From an optimization exercise on the open Yosys and OpenROAD flow, aimed at small area and a short achievable clock period; shortcuts taken in it are not production practice. At most, simulation tests tie the RTL to the original design; equivalence was not proved. The RTL of runs 5 and 7 was laid out without a check of its function. No activity file was given, so power comes from the tool's default toggle rates.

### flow/config.mk
export PLATFORM = sky130hd
export DESIGN_NAME = LCD_CTRL
export DESIGN_NICKNAME = LCD_CTRL
export VERILOG_FILES = /design/flow/design.v
export SDC_FILE = /design/flow/constraint.sdc
export NUM_CORES = 4
export LEC_CHECK = 0
export CAP_MARGIN = 20
export CORE_MARGIN = 2
export CORE_UTILIZATION = 40
export CTS_CLUSTER_DIAMETER = 100
export CTS_CLUSTER_SIZE = 25
export PLACE_DENSITY = 0.75
export SETUP_SLACK_MARGIN = 3.3
export SLEW_MARGIN = 20
export SYNTH_HIERARCHICAL = 1
### flow/constraint.sdc
create_clock -name core_clock -period 5.5 [get_ports {clk}]
set_input_delay 1.1000 -clock core_clock [delete_from_list [all_inputs] [get_ports {clk}]]
set_output_delay 1.1000 -clock core_clock [all_outputs]
set_load 0.01 [all_outputs]
### flow/design.v
module LCD_CTRL(clk,reset,datain,cmd,cmd_valid,dataout,output_valid,busy);
input clk;
input reset;
input [7:0] datain;
input [2:0] cmd;
input cmd_valid;
output [7:0] dataout;
output output_valid;
output busy;
reg [7:0] ring [0:63];
reg [5:0] phase;              
reg       busy_r, ov_r;       
reg [3:0] cnt;                
reg [7:0] lo_n, hi_n;         
reg [2:0] ox, oy;
reg       mag;
reg [7:0] out_r;
reg [7:0] c00, c22, c_o, c_r, c_d;
integer i;
genvar g, b;
wire [7:0] lo_r = ~lo_n;
wire [7:0] hi_r = ~hi_n;
wire is_load = busy_r & ~ov_r;
wire accept  = ~busy_r & cmd_valid;
wire ox0 = (ox == 3'd0), ox4 = (ox == 3'd4);
wire oy0 = (oy == 3'd0), oy4 = (oy == 3'd4);
wire mag_n = (cmd == 3'd2) | (mag & (cmd != 3'd1) & (cmd != 3'd3));
wire cmd0 = (cmd == 3'd0), cmd1 = (cmd == 3'd1), cmd2 = (cmd == 3'd2), cmd3 = (cmd == 3'd3);
wire cmd4 = (cmd == 3'd4), cmd5 = (cmd == 3'd5), cmd6 = (cmd == 3'd6), cmd7 = (cmd == 3'd7);
wire f_22 = cmd_valid & cmd2;
wire f_00 = cmd_valid & (cmd1 | cmd3 | (~mag & ~cmd2));
wire f_o  = cmd_valid & mag & (cmd0 | cmd5 | (cmd4 & ox4) | (cmd6 & oy0) | (cmd7 & oy4));
wire f_r  = cmd_valid & mag & cmd4 & ~ox4;
wire f_u  = ~cmd_valid | (mag & cmd6 & ~oy0);
wire f_d  = cmd_valid & mag & cmd7 & ~oy4;
wire [7:0] first_n;
generate
  for (b = 0; b < 8; b = b + 1) begin : fbit
    wire p, q;
    lcd_aoi222 fa (.a(f_22), .b(c22[b]), .c(f_00), .d(c00[b]), .e(f_o), .f(c_o[b]), .y(p));
    lcd_aoi222 fb (.a(f_r), .b(c_r[b]), .c(f_u), .d(out_r[b]), .e(f_d), .f(c_d[b]), .y(q));
    lcd_and2 fc (.a(p), .b(q), .y(first_n[b]));
  end
endgenerate
wire use_rd  = busy_r | (cmd_valid & mag & ~ox0 & (cmd == 3'd5));
wire nuse_rd = ~use_rd;
wire [63:0] sel;
wire [7:0]  rd, out_d;
generate
  for (g = 0; g < 64; g = g + 1) begin : s
    assign sel[g] = ~(lo_n[g%8] | hi_n[g/8]);
  end
  for (b = 0; b < 8; b = b + 1) begin : rbit
    wire [20:0] t;
    wire        t21;
    wire [5:0]  u;
    wire        v0, v1;
    for (g = 0; g < 21; g = g + 1) begin : a3
      lcd_aoi222 ua (.a(sel[3*g]), .b(ring[3*g][b]), .c(sel[3*g+1]), .d(ring[3*g+1][b]),
                     .e(sel[3*g+2]), .f(ring[3*g+2][b]), .y(t[g]));
    end
    lcd_nand2 ub (.a(sel[63]), .b(ring[63][b]), .y(t21));
    lcd_nand4 n0 (.a(t[0]),  .b(t[1]),  .c(t[2]),  .d(t[3]),  .y(u[0]));
    lcd_nand4 n1 (.a(t[4]),  .b(t[5]),  .c(t[6]),  .d(t[7]),  .y(u[1]));
    lcd_nand4 n2 (.a(t[8]),  .b(t[9]),  .c(t[10]), .d(t[11]), .y(u[2]));
    lcd_nand4 n3 (.a(t[12]), .b(t[13]), .c(t[14]), .d(t[15]), .y(u[3]));
    lcd_nand4 n4 (.a(t[16]), .b(t[17]), .c(t[18]), .d(t[19]), .y(u[4]));
    lcd_nand2 n5 (.a(t[20]), .b(t21), .y(u[5]));
    lcd_nor3  m0 (.a(u[0]), .b(u[1]), .c(u[2]), .y(v0));
    lcd_nor3  m1 (.a(u[3]), .b(u[4]), .c(u[5]), .y(v1));
    lcd_nand2 m2 (.a(v0), .b(v1), .y(rd[b]));
    lcd_a32oi m3 (.a1(v0), .a2(v1), .a3(use_rd), .b1(nuse_rd), .b2(first_n[b]), .y(out_d[b]));
  end
endgenerate
function [7:0] rotl;
  input [7:0] v;
  input [2:0] k;
  rotl = (v << k) | (v >> (4'd8 - k));
endfunction
wire row_next = (cnt[1:0] == 2'd2);
wire at62     = lo_r[6] & hi_r[7];
wire cnt14    = (cnt == 4'd14);
wire cnt15    = (cnt == 4'd15);
wire out_mid  = ov_r & ~cnt14 & ~cnt15;
wire c_p1  = (is_load & ~at62) | (~busy_r & ~cmd_valid);        
wire c_u   = ov_r & cnt14;                                      
wire c_l   = ov_r & cnt15;                                      
wire c_zi0 = out_mid & mag & ~row_next;                         
wire c_zi4 = out_mid & mag & row_next;                          
wire c_zo9 = out_mid & ~mag & row_next;                         
wire c_m1b = (is_load & at62) | (out_mid & ~mag & ~row_next);   
wire a_ld  = accept & (cmd == 3'd1);                            
wire a_zi  = accept & (cmd == 3'd2);                            
wire a_zo  = accept & ((cmd == 3'd3) | (~mag & (cmd != 3'd1) & (cmd != 3'd2)));  
wire a_in  = accept & mag;
wire a_m1  = a_in & ((cmd == 3'd0) | ((cmd == 3'd4) & ox4) | ((cmd == 3'd5) & ox0) |
                     ((cmd == 3'd6) & oy0) | ((cmd == 3'd7) & oy4));   
wire a_m2  = a_in & (cmd == 3'd4) & ~ox4;                       
wire a_0   = a_in & (cmd == 3'd5) & ~ox0;                       
wire a_p7  = a_in & (cmd == 3'd6) & ~oy0;                       
wire a_m9  = a_in & (cmd == 3'd7) & ~oy4;                       
wire l0    = lo_r[0];
wire l_ge1 = ~lo_r[0];
wire l_ge2 = ~(lo_r[0] | lo_r[1]);
wire l_ge4 = |lo_r[7:4];
wire l_ge6 = lo_r[6] | lo_r[7];
wire l7    = lo_r[7];
wire m1  = c_m1b | a_m1;
wire m9  = c_zo9 | a_m9;
wire r0 = c_zi0 | a_0;
wire r1 = c_p1;
wire r7 = m1 | m9 | a_p7;
wire r4 = c_u | c_zi4;
wire r2 = c_l;
wire r6 = a_m2;
wire h1 = (c_p1 & l7) | (a_p7 & l_ge1);
wire h0 = (c_p1 & ~l7) | (m1 & ~l0) | r0 | (c_l & l_ge6) | (c_zi4 & l_ge4) |
          (a_m2 & l_ge2) | (a_p7 & ~l_ge1);
wire h7 = (m1 & l0) | (c_l & ~l_ge6) | (c_zi4 & ~l_ge4) | (a_m2 & ~l_ge2) | (m9 & l_ge1);
wire h6 = m9 & ~l_ge1;
wire h4 = c_u & ~l_ge4;
wire h5 = c_u & l_ge4;
wire [7:0] pl  = 8'd1 << phase[2:0];
wire [7:0] ph  = 8'd1 << phase[5:3];
wire [7:0] ph_zo = (phase[2:0] == 3'd0) ? rotl(ph, 3'd7) : ph;
wire [7:0] ph_zi = (phase[2:0] >= 3'd2) ? rotl(ph, 3'd6) : rotl(ph, 3'd5);
wire [7:0] lo_nx = ({8{r0}} & lo_r) | ({8{r1}} & rotl(lo_r, 3'd1)) | ({8{r7}} & rotl(lo_r, 3'd7)) |
                   ({8{r4}} & rotl(lo_r, 3'd4)) | ({8{r2}} & rotl(lo_r, 3'd2)) |
                   ({8{r6}} & rotl(lo_r, 3'd6)) | ({8{a_zo}} & rotl(pl, 3'd7)) |
                   ({8{a_zi}} & rotl(pl, 3'd6)) | ({8{a_ld}} & 8'h80);
wire [7:0] hi_nx = ({8{h0}} & hi_r) | ({8{h1}} & rotl(hi_r, 3'd1)) | ({8{h7}} & rotl(hi_r, 3'd7)) |
                   ({8{h6}} & rotl(hi_r, 3'd6)) | ({8{h4}} & rotl(hi_r, 3'd4)) |
                   ({8{h5}} & rotl(hi_r, 3'd5)) | ({8{a_zo}} & ph_zo) | ({8{a_zi}} & ph_zi) |
                   ({8{a_ld}} & 8'h80);
always @(posedge clk) begin
  for (i = 63; i > 0; i = i - 1) ring[i] <= ring[i-1];
  ring[0] <= is_load ? datain : ring[63];
  out_r <= out_d;
  lo_n  <= ~lo_nx;
  hi_n  <= ~hi_nx;
  phase <= accept & (cmd == 3'd1) ? 6'd63 : phase + 6'd1;
  cnt   <= ov_r ? cnt + 4'd1 : 4'd0;
end
always @(posedge clk) begin
  if (is_load & lo_r[7] & hi_r[7]) c00 <= datain;
  if (is_load & lo_r[1] & hi_r[2]) c22 <= datain;
  if (ov_r & (cnt == 4'd0)) c_o <= out_r;
  if (ov_r & (cnt == 4'd1)) c_r <= out_r;
  if (ov_r & (cnt == 4'd4)) c_d <= out_r;
end
always @(posedge clk) begin
  if (reset) begin
    busy_r <= 1'b0;
    ov_r   <= 1'b0;
  end else if (~busy_r) begin
    if (cmd_valid) begin
      busy_r <= 1'b1;
      ov_r   <= (cmd != 3'd1);
    end
  end else if (is_load) begin
    if (at62) ov_r <= 1'b1;
  end else if (cnt == 4'd15) begin
    busy_r <= 1'b0;
    ov_r   <= 1'b0;
  end
end
always @(posedge clk) begin
  if (accept) begin
    mag <= mag_n;
    case (cmd)
      3'd1: begin ox <= 3'd0; oy <= 3'd0; end
      3'd2: begin ox <= 3'd2; oy <= 3'd2; end
      3'd4: if (!ox4) ox <= ox + 3'd1;
      3'd5: if (!ox0) ox <= ox - 3'd1;
      3'd6: if (!oy0) oy <= oy - 3'd1;
      3'd7: if (!oy4) oy <= oy + 3'd1;
      default: ;
    endcase
  end
end
assign dataout      = out_r;
assign busy         = busy_r;
assign output_valid = ov_r;
endmodule
module lcd_aoi222(input a, b, c, d, e, f, output y);
  assign y = ~((a & b) | (c & d) | (e & f));
endmodule
module lcd_nand4(input a, b, c, d, output y);
  assign y = ~(a & b & c & d);
endmodule
module lcd_nand2(input a, b, output y);
  assign y = ~(a & b);
endmodule
module lcd_nor3(input a, b, c, output y);
  assign y = ~(a | b | c);
endmodule
module lcd_and2(input a, b, output y);
  assign y = a & b;
endmodule
module lcd_and3(input a, b, c, output y);
  assign y = a & b & c;
endmodule
module lcd_a32oi(input a1, a2, a3, b1, b2, output y);
  assign y = ~((a1 & a2 & a3) | (b1 & b2));
endmodule
module lcd_mux2 #(parameter W = 1) (input s, input [W-1:0] a, b, output [W-1:0] y);
  assign y = s ? a : b;
endmodule
### flow/run.sh
#!/bin/bash
# synth_recipe.tcl (not shown) runs the flow's synth.tcl, then flattens the netlist and writes it again
# the make line also repeats each setting of config.mk as NAME=value (left out here)
make -C /OpenROAD-flow-scripts/flow DESIGN_CONFIG=/design/flow/config.mk WORK_HOME=/design/flow/orfs CLKGATE_MAP_FILE= SYNTH_SCRIPT=/design/flow/synth_recipe.tcl finish
==> reports/qor.txt, run 1 <==
Outcome: complete, no violations
Minimum clock period: 2.23 ns
NetSw: 2.48 mW
Crit share post-route: 40.6%
Area Growth Syn to Fin: 12.3%
# hold bufs at CTS: 0
Data required, critical path: 6.00 ns
Area of the multi-input gates: 5010 um2
Fill cells: 3787
Place WS: 1.72 ns
Area occupied by registers: 12400 um2
Clock power share: 26.3%
Boundary pin count: 24
Fmax: 448 MHz
Core Area: 43000 um2
Share of cells above drive strength 1: 14.1%
Synth Register Bits: 595
Clock sink total: 595
CP Buf/Inv Count: 0
Synth async-reset ratio: 0%
Mapped Cells: 1288
Antenna fix cells: 0
H-tree levels: 1
I/O Buffers: 23
Final core occ: 45.4%
Final Setup Violations: 0
CP top delay family: simple AND/OR/NAND/NOR gates
Final setup TNS: 0 ns
Sw frac: 29.0%
Drt via density: 5.91
Post-Syn Area: 17400 um2
Critical path, cell by cell: or3b_4, nor3b_4, or3_4, a21oi_4, a222oi_1, and2_1, a32oi_1
Cell internal pwr: 6.06 mW
Most frequent cells in the layout: dfxtp_1 (524), a222oi_1 (184), nor2_1 (95)
Final Skew: 0.0313 ns
Final WS setup: 3.27 ns
Worst rel slew slack: 44.7%
Total congestion overflow: 0
Max-cap violation count: 0
Area contributors post-synth: dfxtp_1 (63%), a222oi_1 (11%), edfxtp_1 (8.1%), nor2_1 (2.1%), nand4_1 (1.6%)
Final hold violation count: 0
Die height: 212 um
RSZ-0062 raised after global routing: true
Tightest Pin Transition: 0.827 ns
Routed length per instance: 21.2 um
Comb power frac: 13.5%
CP max FO: 8
Nets: 1354
Global-route usage over all layers: 17.6%
Clock transition at path regs: 0.10 ns
Worst Path Arrival: 2.74 ns
Synth top area share: 63.1%
Largest net degree at the start of global routing: 27
Sequential power share: 60.2%
CTS Buf Count: 28
Worst setup EP type: flop
Avg Synthesized Cell Area: 13.5 um2
PwrDens: 438 nW/um2
Die W: 212 um
Post-route ant nets: 0
Commonest non-fill, non-tap cell in the layout: dfxtp_1
Initial Util: 40.4%
Die ar.: 45100 um2
Final Slew Violations: 0
CTS tree: built
Critical Path Slowest Stage Cell: or3b_4
Clk buf depth: 3
First-pass DRT Iterations: 8
Via count: 11300
Detailed Route Iter0 Violations: 1815
Yosys Warn Count: 9
Area leader, netlist: dfxtp_1
Wirelength, routed: 40700 um
Number of enable flip-flop cells after synthesis: 47
Pleak: 7.02 nW
Wire length of the first global-routing pass: 63100 um
Vias in the first global route: 11200
Worst min-delay path class: reg -> reg
Slowest Stage Delay on Critical Path: 0.42 ns
Placed cells: 1860
Maximum VDD drop: 0.245 mV
Worst setup SP type: flop
Primary FF master, synth: dfxtp_1
Final Non-Filler Cells: 1920
Clock Tree Root: clkbuf_16
WS Path Type: reg -> reg
Detail Placement HPWL: 27100 um
# rows: 76
Clock Latency Late Sink: 0.61 ns
Yosys cell types: 69
DRC viols: 0
Post-synthesis sequential area ratio: 71.2%
Final GP Congestion: 0.893
Initial antenna violation count: 0
[registers in the layout (all words and copies together) (netlist names), 4 cells and up]
signal  count
ring      512
c_d         8
c00         8
phase       6
out_r       8
c_r         8
cnt         4
lo_n        8
c22         8
hi_n        8
c_o         8
[cells in the mapped netlist, drive strengths merged, types with 13 or more instances]
| master | count |
|---|---|
| o21ai | 13 |
| nor3 | 32 |
| inv | 17 |
| and2 | 15 |
| nand2 | 54 |
| nor2 | 99 |
| nand4 | 44 |
| clkbuf | 22 |
| nand3 | 15 |
| buf | 21 |
| edfxtp | 47 |
| dfxtp | 548 |
| o22ai | 22 |
| a222oi | 184 |
[per-stage QoR]
step | hold slack (ns) | total power [mW] | cell area, um2
global placement | 0.332 | 6.19 | 18300
finish | 0.327 | 8.54 | 19500
global route | 0.334 | 8.84 | 19500
floorplan | 0.330 | 5.75 | 17500
detailed placement | 0.335 | 6.21 | 18300
CTS | 0.329 | 8.47 | 19400
[Yosys stat by module, one instance, submodules excluded]
module	cell area, um2	flip-flops and latches	times used
LCD_CTRL	15000	595	1
lcd_aoi222	10.0	0	184
lcd_nor3	10.0	0	16
lcd_a32oi	8.76	0	8
lcd_and2	6.26	0	8
lcd_nand4	6.26	0	40
lcd_nand2	3.75	0	16
[metal layers]
metal	part of all wire, %	wire [um]	GRT usage, %	up-vias
li1	-	-	-	5149
met1	43	17700	23.8	5609
met2	46	18700	28.5	496
met3	7.1	2890	2.87	89
met4	3.5	1420	6.49	0
met5	0	0	0	-
[area by class of cell]
class,count,area share (%)
sequential,595,63.8
multi-input combinational,633,25.7
tap,585,3.75
clock buffer,34,3.70
timing repair buffer,53,2.40
clock inverter,3,0.353
inverter,17,0.353
[logic make-up after synthesis]
group                      share of synthesized area [%]
DFF                                                 71.2
and+or+nand+nor                                     9.90
muxes                                              0.698
AOI/OAI and AO/OA                                   15.2
xor gates and xnor gates                           0.504
buffers and inverters                               1.53
adders and majority gates                          0.950
[timing repair]
| item | CTS | global route |
|---|---|---|
| buffers inserted | 21 | 2 |
| pin swaps | 15 | 17 |
| endpoints found under the setup margin | 56 | 33 |
| resized for setup | 114 | 34 |
[power groups by stage]
stage / sequential [mW] / clock (mW) / combinational (mW)
after floorplan: 4.89 / 0 / 0.868
after global placement: 5.19 / 0 / 0.997
after detailed placement: 5.20 / 0 / 1.01
after CTS: 5.12 / 2.28 / 1.08
after global routing: 5.18 / 2.43 / 1.23
final: 5.15 / 2.25 / 1.15
[final timing paths]
| path | start | to | cells after the start | slack [ns] |
|---|---|---|---|---|
| setup reg to reg | ox[1] | out_r[6] | 7 | 3.27 |
| setup / recovery | ox[1] | out_r[6] | 7 | 3.27 |
| hold reg to reg | ring[25][4] | ring[26][4] | 0 | 0.33 |
| hold / removal | ring[25][4] | ring[26][4] | 0 | 0.33 |
==> run 2, diff against run 1 <==
--- a/flow/config.mk
+++ b/flow/config.mk
@@ -11,5 +11,4 @@
 export CTS_CLUSTER_DIAMETER = 100
 export CTS_CLUSTER_SIZE = 25
-export PLACE_DENSITY = 0.75
 export SETUP_SLACK_MARGIN = 3.3
 export SLEW_MARGIN = 20
==> reports/qor.txt, run 2 <==
Clock transition at path regs: 0.10 ns
I/O Buffers: 23
Synth top cells by count: dfxtp_1 (548), a222oi_1 (184), nor2_1 (98), nand2_1 (54), edfxtp_1 (47)
Die height: 212 um
Area Growth Syn to Fin: 12.6%
Nets: 1361
Clock Tree Root: clkbuf_16
Initial Util: 40.4%
Final setup TNS: 0 ns
Area leader, netlist: dfxtp_1
RSZ-0062 raised after global routing: true
Commonest non-fill, non-tap cell in the layout: dfxtp_1
Worst Path Arrival: 2.68 ns
Synth Register Bits: 595
Worst setup SP type: flop
Wirelength, routed: 41700 um
PwrDens: 441 nW/um2
Fill cells: 3882
Detail Placement HPWL: 28500 um
Synth async-reset ratio: 0%
Mapped Cells: 1288
Detailed Route Iter0 Violations: 1823
Antenna fix cells: 0
Area of the multi-input gates: 5000 um2
Final Skew: 0.0317 ns
DRC viols: 0
Pleak: 7.06 nW
Die ar.: 45100 um2
Number of enable flip-flop cells after synthesis: 47
Cell with the most instances after synthesis: dfxtp_1
Area occupied by registers: 12400 um2
Yosys Warn Count: 9
Share of cells above drive strength 1: 14.1%
Place WS: 1.74 ns
Post-route ant nets: 0
Wire length of the first global-routing pass: 65000 um
Final WS setup: 3.28 ns
H-tree levels: 1
Synth top area share: 63.1%
CTS tree: built
Most flop-heavy register: ring
Drt via density: 5.77
Largest net degree at the start of global routing: 27
Worst rel slew slack: 45.9%
Worst setup EP type: flop
Final GP Congestion: 0.842
Clk buf depth: 3
Yosys cell types: 69
Maximum VDD drop: 0.273 mV
Fmax: 451 MHz
Final Slew Violations: 0
Outcome: complete, no violations
Global-route usage over all layers: 18.5%
Routed length per instance: 21.6 um
Crit share post-route: 40.3%
Initial antenna violation count: 0
Clock sink total: 595
WS Path Type: reg -> reg
Avg Synthesized Cell Area: 13.5 um2
CP max FO: 20
Primary FF master, synth: dfxtp_1
Final hold violation count: 0
CTS Buf Count: 28
Total power: 8.62 mW
Most frequent cells in the layout: dfxtp_1 (525), a222oi_1 (184), nor2_1 (95)
Data required, critical path: 5.96 ns
Vias in the first global route: 11200
# rows: 76
Worst min-delay path class: reg -> reg
Boundary pin count: 24
Max FFs per register: 512
Post-synthesis sequential area ratio: 71.2%
Minimum clock period: 2.22 ns
Final Setup Violations: 0
# hold bufs at CTS: 0
First-pass DRT Iterations: 9
Tightest Pin Transition: 0.808 ns
Via count: 11100
Core Area: 43000 um2
Max-cap violation count: 0
Post-Syn Area: 17400 um2
Total congestion overflow: 0
Area contributors post-synth: dfxtp_1 (63%), a222oi_1 (11%), edfxtp_1 (8.1%), nor2_1 (2.1%), nand4_1 (1.6%)
Die W: 212 um
Clock Latency Late Sink: 0.60 ns
-- run 2: where the power goes --
part	switching (mW)	internal, mW	leakage [nW]
Combinational	0.792	0.457	1.74
Sequential	0.412	4.69	4.92
Clock	1.30	0.973	0.388
Total	2.51	6.12	7.06
-- run 2: worst max-delay path: stages, from the launching register on --
cell      delay [ns]
dfxtp_1         0.33
buf_6           0.26
nor2_1          0.21
a222oi_1        0.56
nand4_1         0.27
nor3_2          0.32
a32oi_1         0.13
-- run 2: logic make-up after synthesis --
kind of cell / after synthesis / synth area share [%]
buffers and inverters: 60 / 1.53
flip-flops: 595 / 71.2
adder cells (fa/ha/maj): 12 / 0.950
multiplexers: 11 / 0.698
XOR/XNOR: 10 / 0.504
AND/OR/NAND/NOR: 317 / 9.90
AO/OA/AOI/OAI: 283 / 15.2
-- run 2: what timing repair did --
item,in CTS,in global routing
endpoints found under the setup margin,55,32
setup buffers,26,2
resized for setup,117,25
pin swaps,19,14
gates cloned,0,0
-- run 2: layer usage --
| layer | global-route usage [%] | routed length [um] |
|---|---|---|
| met1 | 26.1 | 19000 |
| met2 | 29.8 | 19400 |
| met3 | 2.53 | 2390 |
| met4 | 4.68 | 924 |
| met5 | 0 | 0 |
-- run 2: area by class of cell --
class,instances,share of cell area [%]
flip-flops and latches,595,63.6
multi-input cells,633,25.6
clock buffers,33,3.78
well taps,585,3.74
repair buffers,60,2.67
inverters,17,0.352
clock inverters,3,0.320
-- run 2: stage by stage --
stage	cell area, um2	instances	util [%]	hold WS [ns]
floorplan	17500	1288	-	0.330
global placement	18300	1862	42.6	0.333
detailed placement	18300	1862	42.6	0.335
CTS	19400	1924	45.2	0.322
global route	19600	1926	45.5	0.334
finish	19600	1926	45.5	0.332
-- run 2: path summary, 6_finish.rpt --
| kind | slack [ns] | from | end | cells past startpoint |
|---|---|---|---|---|
| setup reg to reg | 3.28 | lo_n[7] | out_r[3] | 6 |
| setup / recovery | 3.28 | lo_n[7] | out_r[3] | 6 |
| hold / removal | 0.33 | ring[43][1] | ring[44][1] | 0 |
| hold reg to reg | 0.33 | ring[43][1] | ring[44][1] | 0 |
-- run 2: per-module statistics from Yosys, one instance, submodules excluded --
module      copies in the design  cells  cell area, um2  flops+latches
lcd_nand2                     16      1            3.75              0
lcd_a32oi                      8      1            8.76              0
lcd_aoi222                   184      1            10.0              0
lcd_nor3                      16      1            10.0              0
LCD_CTRL                       1   1016           15000            595
lcd_and2                       8      1            6.26              0
lcd_nand4                     40      1            6.26              0
==> run 3, diff against run 2 <==
--- a/flow/config.mk
+++ b/flow/config.mk
@@ -8,7 +8,8 @@
 export CAP_MARGIN = 20
 export CORE_MARGIN = 2
-export CORE_UTILIZATION = 40
+export CORE_UTILIZATION = 50
 export CTS_CLUSTER_DIAMETER = 100
 export CTS_CLUSTER_SIZE = 25
+export PLACE_DENSITY = 0.65
 export SETUP_SLACK_MARGIN = 3.3
 export SLEW_MARGIN = 20
==> reports/qor.txt, run 3 <==
Data required, critical path: 6.00 ns
HP Start: ring[25][1]
Clock transition at path regs: 0.10 ns
Critical Path Slowest Stage Cell: or3b_4
Worst setup EP type: flop
Worst setup SP type: flop
CP max FO: 8
Avg Synthesized Cell Area: 13.5 um2
Initial antenna violation count: 2
Via count: 11300
Fill cells: 2817
Largest net degree at the start of global routing: 27
WS Path Type: reg -> reg
Final Skew: 0.0193 ns
Final hold violation count: 0
Global-route usage over all layers: 22.5%
Beginning of the critical path: ox[1]
Post-synthesis sequential area ratio: 71.2%
# hold bufs at CTS: 0
Initial Util: 50.6%
Reg2reg start: ox[1]
Final GP Congestion: 0.848
Area contributors post-synth: dfxtp_1 (63%), a222oi_1 (11%), edfxtp_1 (8.1%), nor2_1 (2.1%), nand4_1 (1.6%)
CP top delay family: simple AND/OR/NAND/NOR gates
Tightest Pin Transition: 0.801 ns
CTS tree: built
Cell with the most instances after synthesis: dfxtp_1
Placed cells: 1731
Nets: 1368
Final Slew Violations: 0
Clock Tree Root: clkbuf_16
Area Growth Syn to Fin: 12.3%
Post-route ant nets: 0
Pleak: 7.08 nW
Outcome: complete, no violations
Vias in the first global route: 10900
First-pass DRT Iterations: 9
Core Area: 34400 um2
CP Buf/Inv Count: 0
Wirelength, routed: 41800 um
Clock sink total: 595
Die height: 190 um
Synth top cells by count: dfxtp_1 (548), a222oi_1 (184), nor2_1 (98), nand2_1 (54), edfxtp_1 (47)
Synth async-reset ratio: 0%
Clk buf depth: 3
I/O Buffers: 23
Max-cap violation count: 0
Yosys cell types: 69
DRC viols: 0
Critical path, cell by cell: or3b_4, nor3b_4, or3_4, a21oi_4, a222oi_1, and2_1, a32oi_1
Boundary pin count: 24
Yosys Warn Count: 9
Share of cells above drive strength 1: 16.0%
Wire length of the first global-routing pass: 63000 um
Slowest Stage Delay on Critical Path: 0.42 ns
# rows: 68
CTS Buf Count: 28
Number of enable flip-flop cells after synthesis: 47
Drt via density: 6.27
Crit share post-route: 40.8%
Synth top area share: 63.1%
Clock Latency Late Sink: 0.58 ns
Commonest non-fill, non-tap cell in the layout: dfxtp_1
Most frequent cells in the layout: dfxtp_1 (522), a222oi_1 (184), nor2_1 (90)
Detail Placement HPWL: 27900 um
Maximum VDD drop: 0.262 mV
Max FFs per register: 512
Post-Syn Area: 17400 um2
Final setup TNS: 0 ns
Routed length per instance: 23.2 um
Mapped Cells: 1288
Minimum clock period: 2.24 ns
RSZ-0062 raised after global routing: true
Fmax: 446 MHz
Total congestion overflow: 0
Final Setup Violations: 0
Worst rel slew slack: 46.4%
Detailed Route Iter0 Violations: 1759
Total power: 8.60 mW
Final Non-Filler Cells: 1804
Die ar.: 36300 um2
Synth Register Bits: 595
H-tree levels: 1
Worst Path Arrival: 2.74 ns
Final core occ: 56.8%
Worst min-delay path class: reg -> reg
Most flop-heavy register: ring
Die W: 190 um
Area leader, netlist: dfxtp_1
Primary FF master, synth: dfxtp_1
PwrDens: 441 nW/um2
run 3: cells by family (layout without fill, tap and decap cells):
family,Yosys count,in the layout,synth area share (%)
other,0,1,0
buffers and inverters,60,120,1.53
flip-flops,595,595,71.2
multiplexers,11,11,0.698
XOR/XNOR,10,10,0.504
adder cells (fa/ha/maj),12,12,0.950
AO/OA/AOI/OAI,283,283,15.2
AND/OR/NAND/NOR,317,317,9.90
run 3: final cells by class:
type	count	area (um2)	area share [%]
clock inverter	4	51.3	0.263
timing repair buffer	67	582	2.98
sequential	595	12500	63.8
tap	455	569	2.92
clock buffer	32	716	3.67
antenna	1	2.50	0.0128
inverter	17	76.3	0.391
multi-input combinational	633	5060	25.9
run 3: through the flow:
step	hold slack, ns	worst slack, ns	area [um2]
2_1_floorplan	0.330	3.03	17500
3_3_place_gp	0.331	1.82	18100
3_5_place_dp	0.335	1.77	18100
4_1_cts	0.336	3.28	19200
5_1_grt	0.336	3.21	19500
6_report	0.334	3.26	19500
run 3: what timing repair did:
| item | 4_1_cts | 5_1_grt |
|---|---|---|
| setup endpoints to repair | 51 | 29 |
| resized for setup | 127 | 46 |
| setup buffers | 25 | 11 |
| pin swaps | 16 | 27 |
run 3: where the power goes:
part	total, mW	internal [mW]	switching, mW
Combinational	1.21	0.466	0.743
Clock	2.23	0.942	1.29
Sequential	5.16	4.70	0.464
Total	8.60	6.10	2.50
run 3: worst paths after layout:
path | cells after the start | to | slack, ns
setup reg to reg | 7 | out_r[7] | 3.26
hold / removal | 0 | ring[26][1] | 0.33
setup / recovery | 7 | out_r[7] | 3.26
hold reg to reg | 0 | ring[26][1] | 0.33
run 3: modules after synthesis, one instance, submodules excluded:
module	times used	cell area (um2)	cells inside	flops+latches
LCD_CTRL	1	15000	1016	595
lcd_a32oi	8	8.76	1	0
lcd_nand2	16	3.75	1	0
lcd_aoi222	184	10.0	1	0
lcd_nand4	40	6.26	1	0
lcd_nor3	16	10.0	1	0
lcd_and2	8	6.26	1	0
run 3: per-layer routing:
| metal | global-route usage (%) | vias to the layer above | routed length [um] |
|---|---|---|---|
| met1 | 32.2 | 5626 | 18700 |
| met5 | 0 | - | 22 |
| met2 | 35.9 | 439 | 19300 |
| li1 | - | 5182 | - |
| met4 | 5.61 | 4 | 922 |
| met3 | 3.46 | 66 | 2930 |
run 3: worst register-to-register path, cell delays in order, from the launching register on:
cell      delay [ns]
edfxtp_1        0.41
or3b_4          0.42
nor3b_4         0.16
or3_4           0.40
a21oi_4         0.29
a222oi_1        0.15
and2_1          0.17
a32oi_1         0.16
==> run 4, diff against run 3 <==
--- a/flow/config.mk
+++ b/flow/config.mk
@@ -8,9 +8,8 @@
 export CAP_MARGIN = 20
 export CORE_MARGIN = 2
-export CORE_UTILIZATION = 50
+export CORE_UTILIZATION = 40
 export CTS_CLUSTER_DIAMETER = 100
 export CTS_CLUSTER_SIZE = 25
-export PLACE_DENSITY = 0.65
-export SETUP_SLACK_MARGIN = 3.3
+export SETUP_SLACK_MARGIN = 3.2
 export SLEW_MARGIN = 20
 export SYNTH_HIERARCHICAL = 1
==> reports/qor.txt, run 4 <==
Outcome: complete, no violations
Top Usage Layer GRT: met2
Area Growth Syn to Fin: 11.7%
Pleak: 6.99 nW
Area leader, netlist: dfxtp_1
Post-synthesis sequential area ratio: 71.2%
Hold EP: ring[30][3]
Avg Synthesized Cell Area: 13.5 um2
Crit share post-route: 41.4%
Boundary pin count: 24
Reg2reg path depth: 5
Critical path, cell by cell: clkbuf_4, xnor2_4, nand4_1, o21ai_2, buf_4, nor4_4, buf_4, o221a_2
Commonest non-fill, non-tap cell in the layout: dfxtp_1
Drt via density: 5.81
R2r endpoint: out_r[3]
Critical Path Slowest Stage Cell: nand4_1
Hold path depth: 0
Met1 Use GR: 25.9%
Met3 Use GR: 2.36%
Area of the multi-input gates: 4970 um2
Initial antenna violation count: 0
Synth top cells by count: dfxtp_1 (548), a222oi_1 (184), nor2_1 (98), nand2_1 (54), edfxtp_1 (47)
Clock sink total: 595
Slowest Stage Delay on Critical Path: 0.33 ns
Reg2reg start: hi_n[3]
Core Area: 43000 um2
Clock Latency Late Sink: 0.59 ns
Most flop-heavy register: ring
HP Start: ring[29][3]
Max-cap violation count: 0
CP Buf/Inv Count: 3
Minimum clock period: 2.28 ns
Detail Placement HPWL: 28300 um
Maximum VDD drop: 0.258 mV
CP dominant cell by count: buf_4
Clock Tree Root: clkbuf_16
CP top delay family: buffers and inverters
Share of cells above drive strength 1: 13.8%
Final Slew Violations: 0
Worst rel slew slack: 40.7%
PwrDens: 441 nW/um2
Die ar.: 45100 um2
Post-route ant nets: 0
First-pass DRT Iterations: 8
Synth Register Bits: 595
Clk buf depth: 3
Via count: 11100
Final Skew: 0.0272 ns
Die height: 212 um
Detailed Route Iter0 Violations: 1681
Area occupied by registers: 12500 um2
RSZ-0062 raised after global routing: true
Global-route usage over all layers: 18.4%
Vias in the first global route: 11000
Largest net degree at the start of global routing: 27
Mapped Cells: 1288
I/O Buffers: 23
Max FFs per register: 512
Wire length of the first global-routing pass: 64200 um
Cell with the most instances after synthesis: dfxtp_1
Worst Path Arrival: 2.77 ns
Clock transition at path regs: 0.10 ns
Met2 Use GR: 29.2%
H-tree levels: 1
Final setup TNS: 0 ns
CP max FO: 13
Routed length per instance: 21.9 um
Data required, critical path: 6.00 ns
# rows: 76
Most frequent cells in the layout: dfxtp_1 (523), a222oi_1 (184), nor2_1 (95)
Nets: 1352
Synth async-reset ratio: 0%
WS Path Type: in -> reg
Final GP Congestion: 0.817
Synth top area share: 63.1%
Wirelength, routed: 42000 um
Worst setup EP type: flop
Worst setup SP type: input pin
Primary FF master, synth: dfxtp_1
Area contributors post-synth: dfxtp_1 (63%), a222oi_1 (11%), edfxtp_1 (8.1%), nor2_1 (2.1%), nand4_1 (1.6%)
Fill cells: 3893
Yosys cell types: 69
Number of enable flip-flop cells after synthesis: 47
DRC viols: 0
Final core occ: 45.2%
Tightest Pin Transition: 0.886 ns
Internal reg-to-reg setup slack: 3.24 ns
CTS Buf Count: 28
Yosys Warn Count: 9
Worst min-delay path class: reg -> reg
Final hold violation count: 0
Final Setup Violations: 0
Initial Util: 40.4%
Fmax: 439 MHz
Die W: 212 um
Total congestion overflow: 0
Post-Syn Area: 17400 um2
Antenna fix cells: 0
CTS tree: built
-- run 4: kinds of logic after synthesis --
kind of cell               share of synthesized area [%]
adders and majority gates                          0.950
buffers and inverters                               1.53
DFF                                                 71.2
AOI/OAI and AO/OA                                   15.2
and+or+nand+nor                                     9.90
muxes                                              0.698
xor gates and xnor gates                           0.504
-- run 4: what timing repair did --
action,4_1_cts,5_1_grt
hold buffers,0,0
hold endpoints to repair,0,0
gates resized for setup,111,18
buffers inserted,20,4
endpoints found under the setup margin,46,25
pin swaps,14,11
-- run 4: final cells by class --
cell class,instances,share of cell area [%]
clock buffers,34,3.83
clock inverters,3,0.290
inverters,17,0.354
multi-input cells,633,25.6
flip-flops and latches,595,64.1
well taps,585,3.77
repair buffers,51,2.02
-- run 4: how the worst max path moves through the flow --
stage,startpoint,endpoint,slack (ns),depth (start not counted)
floorplan,cmd[1],hi_n[1],3.03,7
global placement,cmd[0],hi_n[4],1.75,7
detailed placement,cmd[0],hi_n[4],1.72,7
CTS,cmd[2],hi_n[2],3.20,7
global route,hi_n[3],out_r[3],3.12,5
finish,cmd[0],lo_n[2],3.22,8
-- run 4: report_power, final --
part	total (mW)	leakage (nW)	switching [mW]	internal (mW)
logic	1.10	1.67	0.689	0.406
registers	5.19	4.92	0.492	4.69
clock network	2.29	0.392	1.30	0.991
-- run 4: Yosys stat by module (local to each module, per instance) --
| module | cells inside | area [um2] |
|---|---|---|
| LCD_CTRL | 1016 | 15000 |
| lcd_a32oi | 1 | 8.76 |
| lcd_and2 | 1 | 6.26 |
| lcd_aoi222 | 1 | 10.0 |
| lcd_nand2 | 1 | 3.75 |
| lcd_nand4 | 1 | 6.26 |
| lcd_nor3 | 1 | 10.0 |
-- run 4: metrics by stage --
stage                     hold slack (ns)  total power, mW  setup WS [ns]  instance area [um2]  std cells
after floorplan                     0.330             5.75           3.03                17500       1288
after global placement              0.333             6.22           1.75                18300       1857
after detailed placement            0.335             6.24           1.72                18300       1857
after CTS                           0.333             8.57           3.20                19300       1914
after global routing                0.342             8.90           3.12                19400       1918
final                               0.336             8.57           3.22                19400       1918
-- run 4: layer usage --
layer | vias to the layer above | wire length (um) | share of wire, %
met3 | 70 | 2630 | 6.3
li1 | 5157 | - | -
met1 | 5497 | 19100 | 45
met2 | 415 | 19000 | 45
met4 | 0 | 1390 | 3.3
met5 | - | 0 | 0
==> run 5, diff against run 4 <==
--- a/flow/design.v
+++ b/flow/design.v
@@ -13,4 +13,5 @@
 reg [3:0] cnt;                
 reg [7:0] lo_n, hi_n;         
+reg [7:0] lo_q, hi_q;         
 reg [2:0] ox, oy;
 reg       mag;
@@ -19,6 +20,6 @@
 integer i;
 genvar g, b;
-wire [7:0] lo_r = ~lo_n;
-wire [7:0] hi_r = ~hi_n;
+wire [7:0] lo_r = lo_q;
+wire [7:0] hi_r = hi_q;
 wire is_load = busy_r & ~ov_r;
 wire accept  = ~busy_r & cmd_valid;
@@ -139,4 +140,6 @@
   lo_n  <= ~lo_nx;
   hi_n  <= ~hi_nx;
+  lo_q  <= lo_nx;
+  hi_q  <= hi_nx;
   phase <= accept & (cmd == 3'd1) ? 6'd63 : phase + 6'd1;
   cnt   <= ov_r ? cnt + 4'd1 : 4'd0;
--- a/flow/config.mk
+++ b/flow/config.mk
@@ -11,5 +11,5 @@
 export CTS_CLUSTER_DIAMETER = 100
 export CTS_CLUSTER_SIZE = 25
-export SETUP_SLACK_MARGIN = 3.2
+export SETUP_SLACK_MARGIN = 3.3
 export SLEW_MARGIN = 20
 export SYNTH_HIERARCHICAL = 1
==> reports/qor.txt, run 5 <==
Outcome: complete, no violations
CTS tree: built
Cell with the most instances after synthesis: dfxtp_1
Pleak: 7.58 nW
CTS Buf Count: 29
Most frequent cells in the layout: dfxtp_1 (531), a222oi_1 (190), nand2_1 (87)
R2r endpoint: hi_q[7]
Share of cells above drive strength 1: 15.9%
Tightest Pin Transition: 0.884 ns
Reg2reg path depth: 9
Wire length of the first global-routing pass: 66300 um
Clock transition at path regs: 0.10 ns
Fin area: 20600 um2
Hold path depth: 0
Fill cells: 3983
Antenna fix cells: 0
PwrDens: 439 nW/um2
Post-route ant nets: 0
Hold EP: ring[22][7]
Crit share post-route: 42.0%
Routed length per instance: 21.4 um
Max FFs per register: 512
Nets: 1453
Data required, critical path: 5.98 ns
Place WS: 1.42 ns
Internal reg-to-reg setup slack: 3.19 ns
Maximum VDD drop: 0.339 mV
CP max FO: 11
Worst setup EP type: flop
Clk buf depth: 3
Post-Syn Area: 18000 um2
Final core occ: 46.5%
Drt via density: 5.88
Area Growth Syn to Fin: 14.4%
Area contributors post-synth: dfxtp_1 (63%), a222oi_1 (11%), edfxtp_1 (7.8%), nand2_1 (1.9%), nor2_1 (1.8%)
Detail Placement HPWL: 28700 um
Worst Path Arrival: 2.79 ns
Mapped Cells: 1368
Largest net degree at the start of global routing: 27
Critical path, cell by cell: buf_6, buf_6, buf_4, buf_4, o22ai_2, a21o_1, a2111oi_2, nand2_1, a2111o_1
Worst rel slew slack: 40.9%
CP top delay family: compound AO/OA/AOI/OAI gates
Primary FF master, synth: dfxtp_1
Final Slew Violations: 0
Placed cell areas: 18800 um2
# rows: 77
H-tree levels: 1
RSZ-0062 raised after global routing: true
Fmax: 432 MHz
Slowest Stage Delay on Critical Path: 0.38 ns
Die W: 216 um
Clock Latency Late Sink: 0.60 ns
# hold bufs at CTS: 0
Minimum clock period: 2.31 ns
Boundary pin count: 24
Area occupied by registers: 12800 um2
Die height: 216 um
Vias in the first global route: 11500
Avg Synthesized Cell Area: 13.2 um2
Global-route usage over all layers: 17.9%
Synth async-reset ratio: 0%
DRC viols: 0
Number of enable flip-flop cells after synthesis: 47
Core Area: 44300 um2
Detailed Route Iter0 Violations: 1723
I/O Buffers: 23
HP Start: ring[21][7]
Clock Tree Root: clkbuf_16
Final Skew: 0.0221 ns
Yosys cell types: 71
CP Buf/Inv Count: 4
Final Setup Violations: 0
Final setup TNS: 0 ns
Commonest non-fill, non-tap cell in the layout: dfxtp_1
Max-cap violation count: 0
Area of the multi-input gates: 5430 um2
WS Path Type: reg -> reg
Synth Register Bits: 611
Synth top cells by count: dfxtp_1 (564), a222oi_1 (190), nand2_1 (89), nor2_1 (85), nand4_1 (48)
Final hold violation count: 0
Critical Path Slowest Stage Cell: dfxtp_4
Synth top area share: 62.7%
Clock sink total: 611
Initial Util: 40.6%
First-pass DRT Iterations: 7
Initial antenna violation count: 0
Yosys Warn Count: 9
Most flop-heavy register: ring
Final WS setup: 3.19 ns
Via count: 11900
Final GP Congestion: 0.860
Post-synthesis sequential area ratio: 70.5%
Total congestion overflow: 0
Worst setup SP type: flop
Worst min-delay path class: reg -> reg
Reg2reg start: busy_r
Area leader, netlist: dfxtp_1
Die ar.: 46700 um2
Wirelength, routed: 43300 um
-- run 5: cell types whose count changed after synthesis, moves of 7 or more --
cell / previous run / this run
o22ai_1: 22 / 5
a22oi_1: 0 / 7
o221a_2: 9 / 0
nor2_1: 98 / 85
and2_1: 14 / 24
nand2_1: 54 / 89
a221o_1: 0 / 11
a21oi_1: 10 / 24
nor3_1: 14 / 7
clkbuf_1: 22 / 44
a221oi_1: 0 / 11
mux2_2: 9 / 0
buf_4: 7 / 0
dfxtp_1: 548 / 564
-- run 5: worst max-delay path by stage --
stage,slack [ns],from,to,cells after the start
6_report,3.19,busy_r,hi_q[7],9
5_1_grt,3.13,ox[0],hi_q[0],7
4_1_cts,3.23,busy_r,hi_n[4],9
3_5_place_dp,1.42,cmd[0],hi_n[6],7
3_3_place_gp,1.47,cmd[0],hi_n[6],7
2_1_floorplan,2.80,cmd[0],lo_q[6],9
-- run 5: cell type report --
type	count	area share [%]
sequential	611	62.0
timing repair buffer	87	3.81
tap	592	3.59
multi-input combinational	686	26.4
clock buffer	32	3.58
inverter	12	0.219
clock inverter	4	0.437
-- run 5: logic make-up (layout without fill, tap and decap cells) --
| group | count (synthesis) | in the layout | share of synthesized area [%] |
|---|---|---|---|
| multiplexers | 2 | 2 | 0.111 |
| buffers and inverters | 73 | 135 | 1.64 |
| XOR/XNOR | 11 | 11 | 0.535 |
| adder cells (fa/ha/maj) | 12 | 12 | 0.917 |
| flip-flops | 611 | 611 | 70.5 |
| AND/OR/NAND/NOR | 342 | 343 | 10.0 |
| AO/OA/AOI/OAI | 317 | 318 | 16.2 |
-- run 5: Yosys stat by module, one instance, submodules excluded --
module | area, um2 | flops+latches
LCD_CTRL | 15600 | 611
lcd_aoi222 | 10.0 | 0
lcd_nor3 | 10.0 | 0
lcd_a32oi | 8.76 | 0
lcd_and2 | 6.26 | 0
lcd_nand4 | 6.26 | 0
lcd_nand2 | 3.75 | 0
-- run 5: per-layer routing --
metal | GRT usage, % | vias up | wire length (um) | part of all wire, %
li1 | - | 5496 | - | -
met1 | 24.9 | 5885 | 19300 | 45
met2 | 28.7 | 451 | 19800 | 46
met3 | 2.48 | 79 | 2730 | 6.3
met4 | 5.98 | 0 | 1510 | 3.5
met5 | 0 | - | 0 | 0
-- run 5: what timing repair did --
| item | 4_1_cts | 5_1_grt |
|---|---|---|
| resized for setup | 170 | 29 |
| endpoints found under the setup margin | 81 | 49 |
| cloned | 2 | 0 |
| setup buffers | 49 | 13 |
| pin swaps | 23 | 31 |
-- run 5: where the power goes --
part	leakage (nW)	internal [mW]	total, mW	switching (mW)
logic	2.11	0.562	1.27	0.711
registers	5.06	4.84	5.41	0.565
clock network	0.404	1.03	2.37	1.34
-- run 5: metrics by stage --
| stage | hold WS, ns | power, mW | instances |
|---|---|---|---|
| after floorplan | 0.330 | 5.97 | 1368 |
| after global placement | 0.332 | 6.40 | 1924 |
| after detailed placement | 0.335 | 6.41 | 1924 |
| after CTS | 0.341 | 9.00 | 2011 |
| after global routing | 0.346 | 9.39 | 2024 |
| final | 0.346 | 9.05 | 2024 |
==> run 6, diff against run 5 <==
--- a/flow/design.v
+++ b/flow/design.v
@@ -13,5 +13,4 @@
 reg [3:0] cnt;                
 reg [7:0] lo_n, hi_n;         
-reg [7:0] lo_q, hi_q;         
 reg [2:0] ox, oy;
 reg       mag;
@@ -20,6 +19,6 @@
 integer i;
 genvar g, b;
-wire [7:0] lo_r = lo_q;
-wire [7:0] hi_r = hi_q;
+wire [7:0] lo_r = ~lo_n;
+wire [7:0] hi_r = ~hi_n;
 wire is_load = busy_r & ~ov_r;
 wire accept  = ~busy_r & cmd_valid;
@@ -140,6 +139,4 @@
   lo_n  <= ~lo_nx;
   hi_n  <= ~hi_nx;
-  lo_q  <= lo_nx;
-  hi_q  <= hi_nx;
   phase <= accept & (cmd == 3'd1) ? 6'd63 : phase + 6'd1;
   cnt   <= ov_r ? cnt + 4'd1 : 4'd0;
--- a/flow/config.mk
+++ b/flow/config.mk
@@ -9,6 +9,7 @@
 export CORE_MARGIN = 2
 export CORE_UTILIZATION = 40
-export CTS_CLUSTER_DIAMETER = 100
-export CTS_CLUSTER_SIZE = 25
+export CTS_BUF_LIST = sky130_fd_sc_hd__clkbuf_8 sky130_fd_sc_hd__clkbuf_16
+export CTS_CLUSTER_DIAMETER = 80
+export CTS_CLUSTER_SIZE = 20
 export SETUP_SLACK_MARGIN = 3.3
 export SLEW_MARGIN = 20
==> reports/qor.txt, run 6 <==
Synth async-reset ratio: 0%
Outcome: complete, no violations
Hold path depth: 0
DRC viols: 0
Reg2reg start: lo_n[7]
Number of enable flip-flop cells after synthesis: 47
HP Start: ring[37][2]
Reg2reg path depth: 6
Area of the multi-input gates: 5040 um2
Worst rel slew slack: 43.6%
Area occupied by registers: 12500 um2
Clock Tree Root: clkbuf_16
Final core occ: 46.1%
# rows: 76
Worst setup EP type: flop
WS Path Type: reg -> reg
Die height: 212 um
Boundary pin count: 24
Max-cap violation count: 0
RSZ-0062 raised after global routing: true
Yosys Warn Count: 9
Wirelength, routed: 42100 um
Vias in the first global route: 11200
Detailed Route Iter0 Violations: 1698
Maximum VDD drop: 0.280 mV
Detail Placement HPWL: 28500 um
Clock Latency Late Sink: 0.55 ns
Final Slew Violations: 0
Final setup TNS: 0 ns
Pleak: 7.20 nW
Die W: 212 um
Largest net degree at the start of global routing: 22
Met1 WL: 19300 um
Final Skew: 0.0175 ns
H-tree levels: 2
Minimum clock period: 2.23 ns
Fill cells: 3867
Antenna fix cells: 0
CP max FO: 20
Routed met3 length: 2480 um
Clk buf depth: 3
PwrDens: 454 nW/um2
Clock sink total: 595
Final GP Congestion: 0.842
Hold EP: ring[38][2]
Place WS: 1.74 ns
Wire length of the first global-routing pass: 65400 um
Most frequent cells in the layout: dfxtp_1 (524), a222oi_1 (184), nor2_1 (94)
R2r endpoint: out_r[6]
Area Growth Syn to Fin: 14.0%
Synth top cells by count: dfxtp_1 (548), a222oi_1 (184), nor2_1 (98), nand2_1 (54), edfxtp_1 (47)
Primary FF master, synth: dfxtp_1
Cell with the most instances after synthesis: dfxtp_1
Total congestion overflow: 0
Area contributors post-synth: dfxtp_1 (63%), a222oi_1 (11%), edfxtp_1 (8.1%), nor2_1 (2.1%), nand4_1 (1.6%)
Initial Util: 40.4%
Core Area: 43000 um2
Synth top area share: 63.1%
CTS tree: built
I/O Buffers: 23
Final hold violation count: 0
Clock transition at path regs: 0.08 ns
Mapped Cells: 1288
Commonest non-fill, non-tap cell in the layout: dfxtp_1
Final Non-Filler Cells: 1937
Beginning of the critical path: lo_n[7]
Yosys cell types: 69
Crit share post-route: 40.6%
Post-Syn Area: 17400 um2
Max FFs per register: 512
WHS: 0.337 ns
Via count: 11100
Post-synthesis sequential area ratio: 71.2%
Most flop-heavy register: ring
Tightest Pin Transition: 0.843 ns
Data required, critical path: 5.91 ns
Post-route ant nets: 0
Worst min-delay path class: reg -> reg
Die ar.: 45100 um2
Internal reg-to-reg setup slack: 3.27 ns
Global-route usage over all layers: 18.7%
Routed length per instance: 21.7 um
Fmax: 448 MHz
Synth Register Bits: 595
Initial antenna violation count: 0
Final Setup Violations: 0
Worst Path Arrival: 2.65 ns
Area leader, netlist: dfxtp_1
Placed cells: 1862
Top Layer Used: met4
Worst setup SP type: flop
Drt via density: 5.75
Avg Synthesized Cell Area: 13.5 um2
First-pass DRT Iterations: 9
CTS Buf Count: 36
Final WS setup: 3.27 ns
Met2 wire len: 19200 um
Share of cells above drive strength 1: 15.4%
Nets: 1368
-- run 6: changes by cell type in the layout (fill, tap and decap cells not counted), sizes merged, moves of 14 or more --
cell	before	now
a21oi	24	10
buf	78	49
dfxtp	564	548
nand2	89	54
nor2	85	99
o22ai	5	22
-- run 6: cell type report --
cell class | count | share of cell area, %
clock buffers | 37 | 4.67
multi-input cells | 633 | 25.4
inverters | 17 | 0.347
flip-flops and latches | 595 | 62.8
repair buffers | 59 | 2.48
clock inverters | 11 | 0.581
well taps | 585 | 3.69
-- run 6: kinds of logic after synthesis --
family                     after synthesis  share of synthesized area [%]
and+or+nand+nor                        317                           9.90
buffers and inverters                   60                           1.53
DFF                                    595                           71.2
adders and majority gates               12                          0.950
AOI/OAI and AO/OA                      283                           15.2
xor gates and xnor gates                10                          0.504
muxes                                   11                          0.698
-- run 6: per-module statistics from Yosys, one instance, submodules excluded --
| module | cells inside | copies in the design | area, um2 | flip-flops and latches |
|---|---|---|---|---|
| lcd_and2 | 1 | 8 | 6.26 | 0 |
| LCD_CTRL | 1016 | 1 | 15000 | 595 |
| lcd_a32oi | 1 | 8 | 8.76 | 0 |
| lcd_nand2 | 1 | 16 | 3.75 | 0 |
| lcd_aoi222 | 1 | 184 | 10.0 | 0 |
| lcd_nand4 | 1 | 40 | 6.26 | 0 |
| lcd_nor3 | 1 | 16 | 10.0 | 0 |
-- run 6: metal layers --
| layer | vias to the layer above | global-route usage (%) |
|---|---|---|
| met4 | 0 | 5.55 |
| li1 | 5178 | - |
| met1 | 5509 | 26.2 |
| met2 | 391 | 29.7 |
| met5 | - | 0 |
| met3 | 66 | 3.12 |
-- run 6: how the worst max path moves through the flow --
stage	end	slack (ns)
4_1_cts	out_r[2]	3.29
2_1_floorplan	hi_n[1]	3.03
3_3_place_gp	hi_n[0]	1.74
3_5_place_dp	hi_n[4]	1.74
6_report	out_r[6]	3.27
5_1_grt	out_r[2]	3.22
-- run 6: stage by stage --
stage | power, mW | area [um2]
after floorplan | 5.75 | 17500
after global placement | 6.27 | 18300
after detailed placement | 6.27 | 18300
after CTS | 9.00 | 19700
after global routing | 9.38 | 19800
final | 9.01 | 19800
-- run 6: power breakdown --
part / switching [mW] / total [mW] / internal [mW]
Sequential: 0.408 / 5.10 / 4.69
Combinational: 0.804 / 1.26 / 0.451
Clock: 1.38 / 2.65 / 1.28
Total: 2.59 / 9.01 / 6.42
-- run 6: critical path: stages (launching register included) --
cell and delay (ns):
dfxtp_1 0.33, buf_6 0.27, nor2_1 0.21, a222oi_1 0.58, nand4_1 0.23, nor3_2 0.33
a32oi_1 0.14
-- run 6: timing repair --
item | CTS | global route
buffers inserted | 19 | 8
resized for setup | 121 | 28
endpoints found under the setup margin | 59 | 23
pin swaps | 19 | 23
endpoints found under the hold margin | 0 | 0
hold buffers | 0 | 0
==> run 7, diff against run 6 <==
--- a/flow/design.v
+++ b/flow/design.v
@@ -125,18 +125,25 @@
 wire [7:0] ph_zo = (phase[2:0] == 3'd0) ? rotl(ph, 3'd7) : ph;
 wire [7:0] ph_zi = (phase[2:0] >= 3'd2) ? rotl(ph, 3'd6) : rotl(ph, 3'd5);
-wire [7:0] lo_nx = ({8{r0}} & lo_r) | ({8{r1}} & rotl(lo_r, 3'd1)) | ({8{r7}} & rotl(lo_r, 3'd7)) |
-                   ({8{r4}} & rotl(lo_r, 3'd4)) | ({8{r2}} & rotl(lo_r, 3'd2)) |
-                   ({8{r6}} & rotl(lo_r, 3'd6)) | ({8{a_zo}} & rotl(pl, 3'd7)) |
-                   ({8{a_zi}} & rotl(pl, 3'd6)) | ({8{a_ld}} & 8'h80);
-wire [7:0] hi_nx = ({8{h0}} & hi_r) | ({8{h1}} & rotl(hi_r, 3'd1)) | ({8{h7}} & rotl(hi_r, 3'd7)) |
-                   ({8{h6}} & rotl(hi_r, 3'd6)) | ({8{h4}} & rotl(hi_r, 3'd4)) |
-                   ({8{h5}} & rotl(hi_r, 3'd5)) | ({8{a_zo}} & ph_zo) | ({8{a_zi}} & ph_zi) |
-                   ({8{a_ld}} & 8'h80);
+wire [7:0] lo_nn, hi_nn;
+wire [7:0] pl_zo = rotl(pl, 3'd7), pl_zi = rotl(pl, 3'd6);
+generate
+  for (b = 0; b < 8; b = b + 1) begin : nbit
+    wire p, q, t, u, v, w;
+    lcd_aoi222 la (.a(r0), .b(lo_r[b]), .c(r1), .d(lo_r[(b+7)%8]), .e(r7), .f(lo_r[(b+1)%8]), .y(p));
+    lcd_aoi222 lb (.a(r4), .b(lo_r[(b+4)%8]), .c(r2), .d(lo_r[(b+6)%8]), .e(r6), .f(lo_r[(b+2)%8]), .y(q));
+    lcd_aoi222 lc (.a(a_zo), .b(pl_zo[b]), .c(a_zi), .d(pl_zi[b]), .e(a_ld), .f(b == 7 ? 1'b1 : 1'b0), .y(t));
+    lcd_and3   ld (.a(p), .b(q), .c(t), .y(lo_nn[b]));
+    lcd_aoi222 ha (.a(h0), .b(hi_r[b]), .c(h1), .d(hi_r[(b+7)%8]), .e(h7), .f(hi_r[(b+1)%8]), .y(u));
+    lcd_aoi222 hb (.a(h6), .b(hi_r[(b+2)%8]), .c(h4), .d(hi_r[(b+4)%8]), .e(h5), .f(hi_r[(b+3)%8]), .y(v));
+    lcd_aoi222 hc (.a(a_zo), .b(ph_zo[b]), .c(a_zi), .d(ph_zi[b]), .e(a_ld), .f(b == 7 ? 1'b1 : 1'b0), .y(w));
+    lcd_and3   hd (.a(u), .b(v), .c(w), .y(hi_nn[b]));
+  end
+endgenerate
 always @(posedge clk) begin
   for (i = 63; i > 0; i = i - 1) ring[i] <= ring[i-1];
   ring[0] <= is_load ? datain : ring[63];
   out_r <= out_d;
-  lo_n  <= ~lo_nx;
-  hi_n  <= ~hi_nx;
+  lo_n  <= lo_nn;
+  hi_n  <= hi_nn;
   phase <= accept & (cmd == 3'd1) ? 6'd63 : phase + 6'd1;
   cnt   <= ov_r ? cnt + 4'd1 : 4'd0;
--- a/flow/config.mk
+++ b/flow/config.mk
@@ -9,8 +9,7 @@
 export CORE_MARGIN = 2
 export CORE_UTILIZATION = 40
-export CTS_BUF_LIST = sky130_fd_sc_hd__clkbuf_8 sky130_fd_sc_hd__clkbuf_16
-export CTS_CLUSTER_DIAMETER = 80
-export CTS_CLUSTER_SIZE = 20
-export SETUP_SLACK_MARGIN = 3.3
+export CTS_CLUSTER_DIAMETER = 100
+export CTS_CLUSTER_SIZE = 25
+export SETUP_SLACK_MARGIN = 3.2
 export SLEW_MARGIN = 20
 export SYNTH_HIERARCHICAL = 1
==> reports/qor.txt, run 7 <==
Die W: 211 um
Largest net degree at the start of global routing: 27
Number of enable flip-flop cells after synthesis: 47
Wire length of the first global-routing pass: 64800 um
Final core occ: 45.6%
Worst rel slew slack: 33.9%
Global-route usage over all layers: 18.9%
Post-Syn Area: 17100 um2
Initial Util: 40.7%
Fmax: 418 MHz
Clock sink total: 595
Outcome: complete, no violations
Placed cells: 1805
Area leader, netlist: dfxtp_1
WHS: 0.347 ns
DRC viols: 0
Yosys Warn Count: 9
Clock transition at path regs: 0.10 ns
Wirelength, routed: 42400 um
WS Path Type: in -> reg
Clk buf depth: 3
Tightest Pin Transition: 0.989 ns
Boundary pin count: 24
# hold bufs at CTS: 0
Routed length per instance: 22.7 um
Post-synthesis sequential area ratio: 72.4%
Antenna fix cells: 0
# rows: 75
Primary FF master, synth: dfxtp_1
Synth Register Bits: 595
Fin area: 19200 um2
Core Area: 42000 um2
Final Skew: 0.0137 ns
Data required, critical path: 6.05 ns
Avg Synthesized Cell Area: 13.6 um2
Area contributors post-synth: dfxtp_1 (64%), a222oi_1 (14%), edfxtp_1 (8.3%), nor2_1 (2.1%), nand4_1 (1.6%)
Minimum clock period: 2.39 ns
Crit share post-route: 43.5%
CTS Buf Count: 27
Critical Path Slowest Stage Cell: or4_4
Post-route ant nets: 0
Drt via density: 5.92
Final GP Congestion: 0.875
H-tree levels: 1
RSZ-0062 raised after global routing: true
Final Slew Violations: 0
I/O Buffers: 23
PwrDens: 444 nW/um2
Mapped Cells: 1254
Final Setup Violations: 0
Place WS: 1.77 ns
Clock Tree Root: clkbuf_16
Maximum VDD drop: 0.217 mV
Final Non-Filler Cells: 1872
Critical path, cell by cell: buf_12, or2b_4, clkinvlp_4, a21oi_4, nor2_4, or4_4, a222oi_1, and3_1
Nets: 1355
Detailed Route Iter0 Violations: 2033
Via count: 11100
Synth async-reset ratio: 0%
Max FFs per register: 512
Vias in the first global route: 10900
Detail Placement HPWL: 29400 um
Worst setup EP type: flop
Final WS setup: 3.11 ns
Synth top area share: 64.2%
Die ar.: 44400 um2
Final hold violation count: 0
Share of cells above drive strength 1: 12.7%
Area Growth Syn to Fin: 12.1%
Commonest non-fill, non-tap cell in the layout: dfxtp_1
CP max FO: 8
First-pass DRT Iterations: 11
Slowest Stage Delay on Critical Path: 0.55 ns
Max-cap violation count: 0
Worst Path Arrival: 2.94 ns
Total power: 8.50 mW
Worst min-delay path class: reg -> reg
Yosys cell types: 52
Die height: 211 um
Placed cell areas: 18000 um2
CTS tree: built
Total congestion overflow: 0
Synth top cells by count: dfxtp_1 (548), a222oi_1 (232), nor2_1 (95), nand2_1 (63), edfxtp_1 (47)
Worst setup SP type: input pin
Fill cells: 3768
Initial antenna violation count: 1
Most frequent cells in the layout: dfxtp_1 (523), a222oi_1 (232), nor2_1 (90)
Final setup TNS: 0 ns
Clock Latency Late Sink: 0.60 ns
Most flop-heavy register: ring
Cell with the most instances after synthesis: dfxtp_1
Pleak: 7.08 nW
-- run 7: cell count changes in the layout (fill, tap and decap cells not counted), sizes merged, moves of 10 or more --
cell / delta
a222oi: +48
o22ai: -17
conb: +16
and3: +13
or3: -10
-- run 7: logic make-up (layout without fill, tap and decap cells) --
group	after synthesis	after routing	synth area share (%)
compound gates	273	273	15.3
xor+xnor	9	9	0.461
fa+ha+maj	12	12	0.966
buf+inv	60	125	1.58
flops	595	595	72.4
mux	1	1	0.0658
other cells	2	16	0.0439
simple gates	302	302	9.21
-- run 7: layout make-up --
cell class / count / area [um2] / share of cell area (%)
clock buffer: 30 / 687 / 3.58
timing repair buffer: 60 / 467 / 2.44
tap: 539 / 674 / 3.52
sequential: 595 / 12400 / 65.0
multi-input combinational: 613 / 4730 / 24.7
clock inverter: 3 / 28.8 / 0.150
inverter: 32 / 130 / 0.679
-- run 7: Yosys stat by module (local to each module, per instance) --
module      cells inside  times used  flip-flops and latches
LCD_CTRL             918           1                     595
lcd_a32oi              1           8                       0
lcd_and2               1           8                       0
lcd_and3               1          16                       0
lcd_aoi222             1         232                       0
lcd_nand2              1          16                       0
lcd_nand4              1          40                       0
lcd_nor3               1          16                       0
-- run 7: path summary, 6_finish.rpt --
kind                     end  startpoint  slack (ns)  depth (start not counted)
setup / recovery     hi_n[6]   cmd_valid        3.11                          8
setup reg to reg     hi_n[6]       ox[0]        3.15                          6
hold / removal    ring[8][6]  ring[7][6]        0.35                          0
hold reg to reg   ring[8][6]  ring[7][6]        0.35                          0
-- run 7: layer usage --
layer  part of all wire (%)  vias to the layer above  track usage, %
met5                  0.042                        -               0
met1                     44                     5480            25.2
li1                       -                     5113               -
met2                     47                      413            32.1
met4                    3.0                        2            6.10
met3                    5.8                       78            2.19
-- run 7: report_power, final --
group	switching [mW]	total, mW	internal [mW]
combinational	0.794	1.22	0.422
sequential	0.435	5.13	4.69
clock	1.26	2.16	0.897
total	2.49	8.50	6.01
-- run 7: critical path: cells and delay by family --
family | cells | cell delay [ns]
AND/OR/NAND/NOR | 4 | 1.02
AO/OA/AOI/OAI | 2 | 0.55
buffers and inverters | 2 | 0.25
-- run 7: timing repair --
item                       in CTS  in global routing
resized for setup             131                 14
hold endpoints to repair        0                  0
cloned                          0                  0
setup endpoints to repair      38                 25
setup buffers                  28                  6
pin swaps                       7                 11

[separate check: timing with driven ports]
The flow's constraints put no driver on any port. The routed layouts listed below were extracted and timed again, unchanged, in two steps.
Step 1 (the two cells are an assumption about what drives the block):
set clk [get_ports {clk}]
set_driving_cell -lib_cell sky130_fd_sc_hd__clkbuf_16 $clk
set_driving_cell -lib_cell sky130_fd_sc_hd__buf_2 [delete_from_list [all_inputs] $clk]
Step 2 also shifts input and output timing later by t, the mid clock arrival at the registers, as if the neighbouring blocks saw the same clock.
a / b / c = ideal ports / drivers / drivers and shift; a / b = the first two.
run | t, ns | slack for setup (ns) | hold slack, ns | worst register clock-pin slew, ns
run 1 | 0.645 | 3.267 / 3.267 / 2.682 | 0.327 / 0.327 / 0.327 | 0.10 / 0.10
run 2 | 0.637 | 3.282 / 3.277 / 2.716 | 0.332 / 0.332 / 0.332 | 0.10 / 0.10
run 3 | 0.621 | 3.256 / 3.256 / 2.705 | 0.334 / 0.334 / 0.334 | 0.10 / 0.10
run 4 | 0.629 | 3.224 / 3.239 / 2.620 | 0.336 / 0.336 / 0.336 | 0.10 / 0.10
run 5 | 0.647 | 3.188 / 3.145 / 2.561 | 0.346 / 0.346 / 0.346 | 0.10 / 0.10
run 6 | 0.599 | 3.268 / 3.268 / 2.755 | 0.337 / 0.337 / 0.337 | 0.08 / 0.08
run 7 | 0.645 | 3.108 / 3.107 / 2.462 | 0.347 / 0.347 / 0.347 | 0.10 / 0.10
After both steps setup and hold are still met in every run listed. For run 7, which loses most, drivers alone change the setup slack by -0.001 ns; drivers and shift together by -0.646 ns.
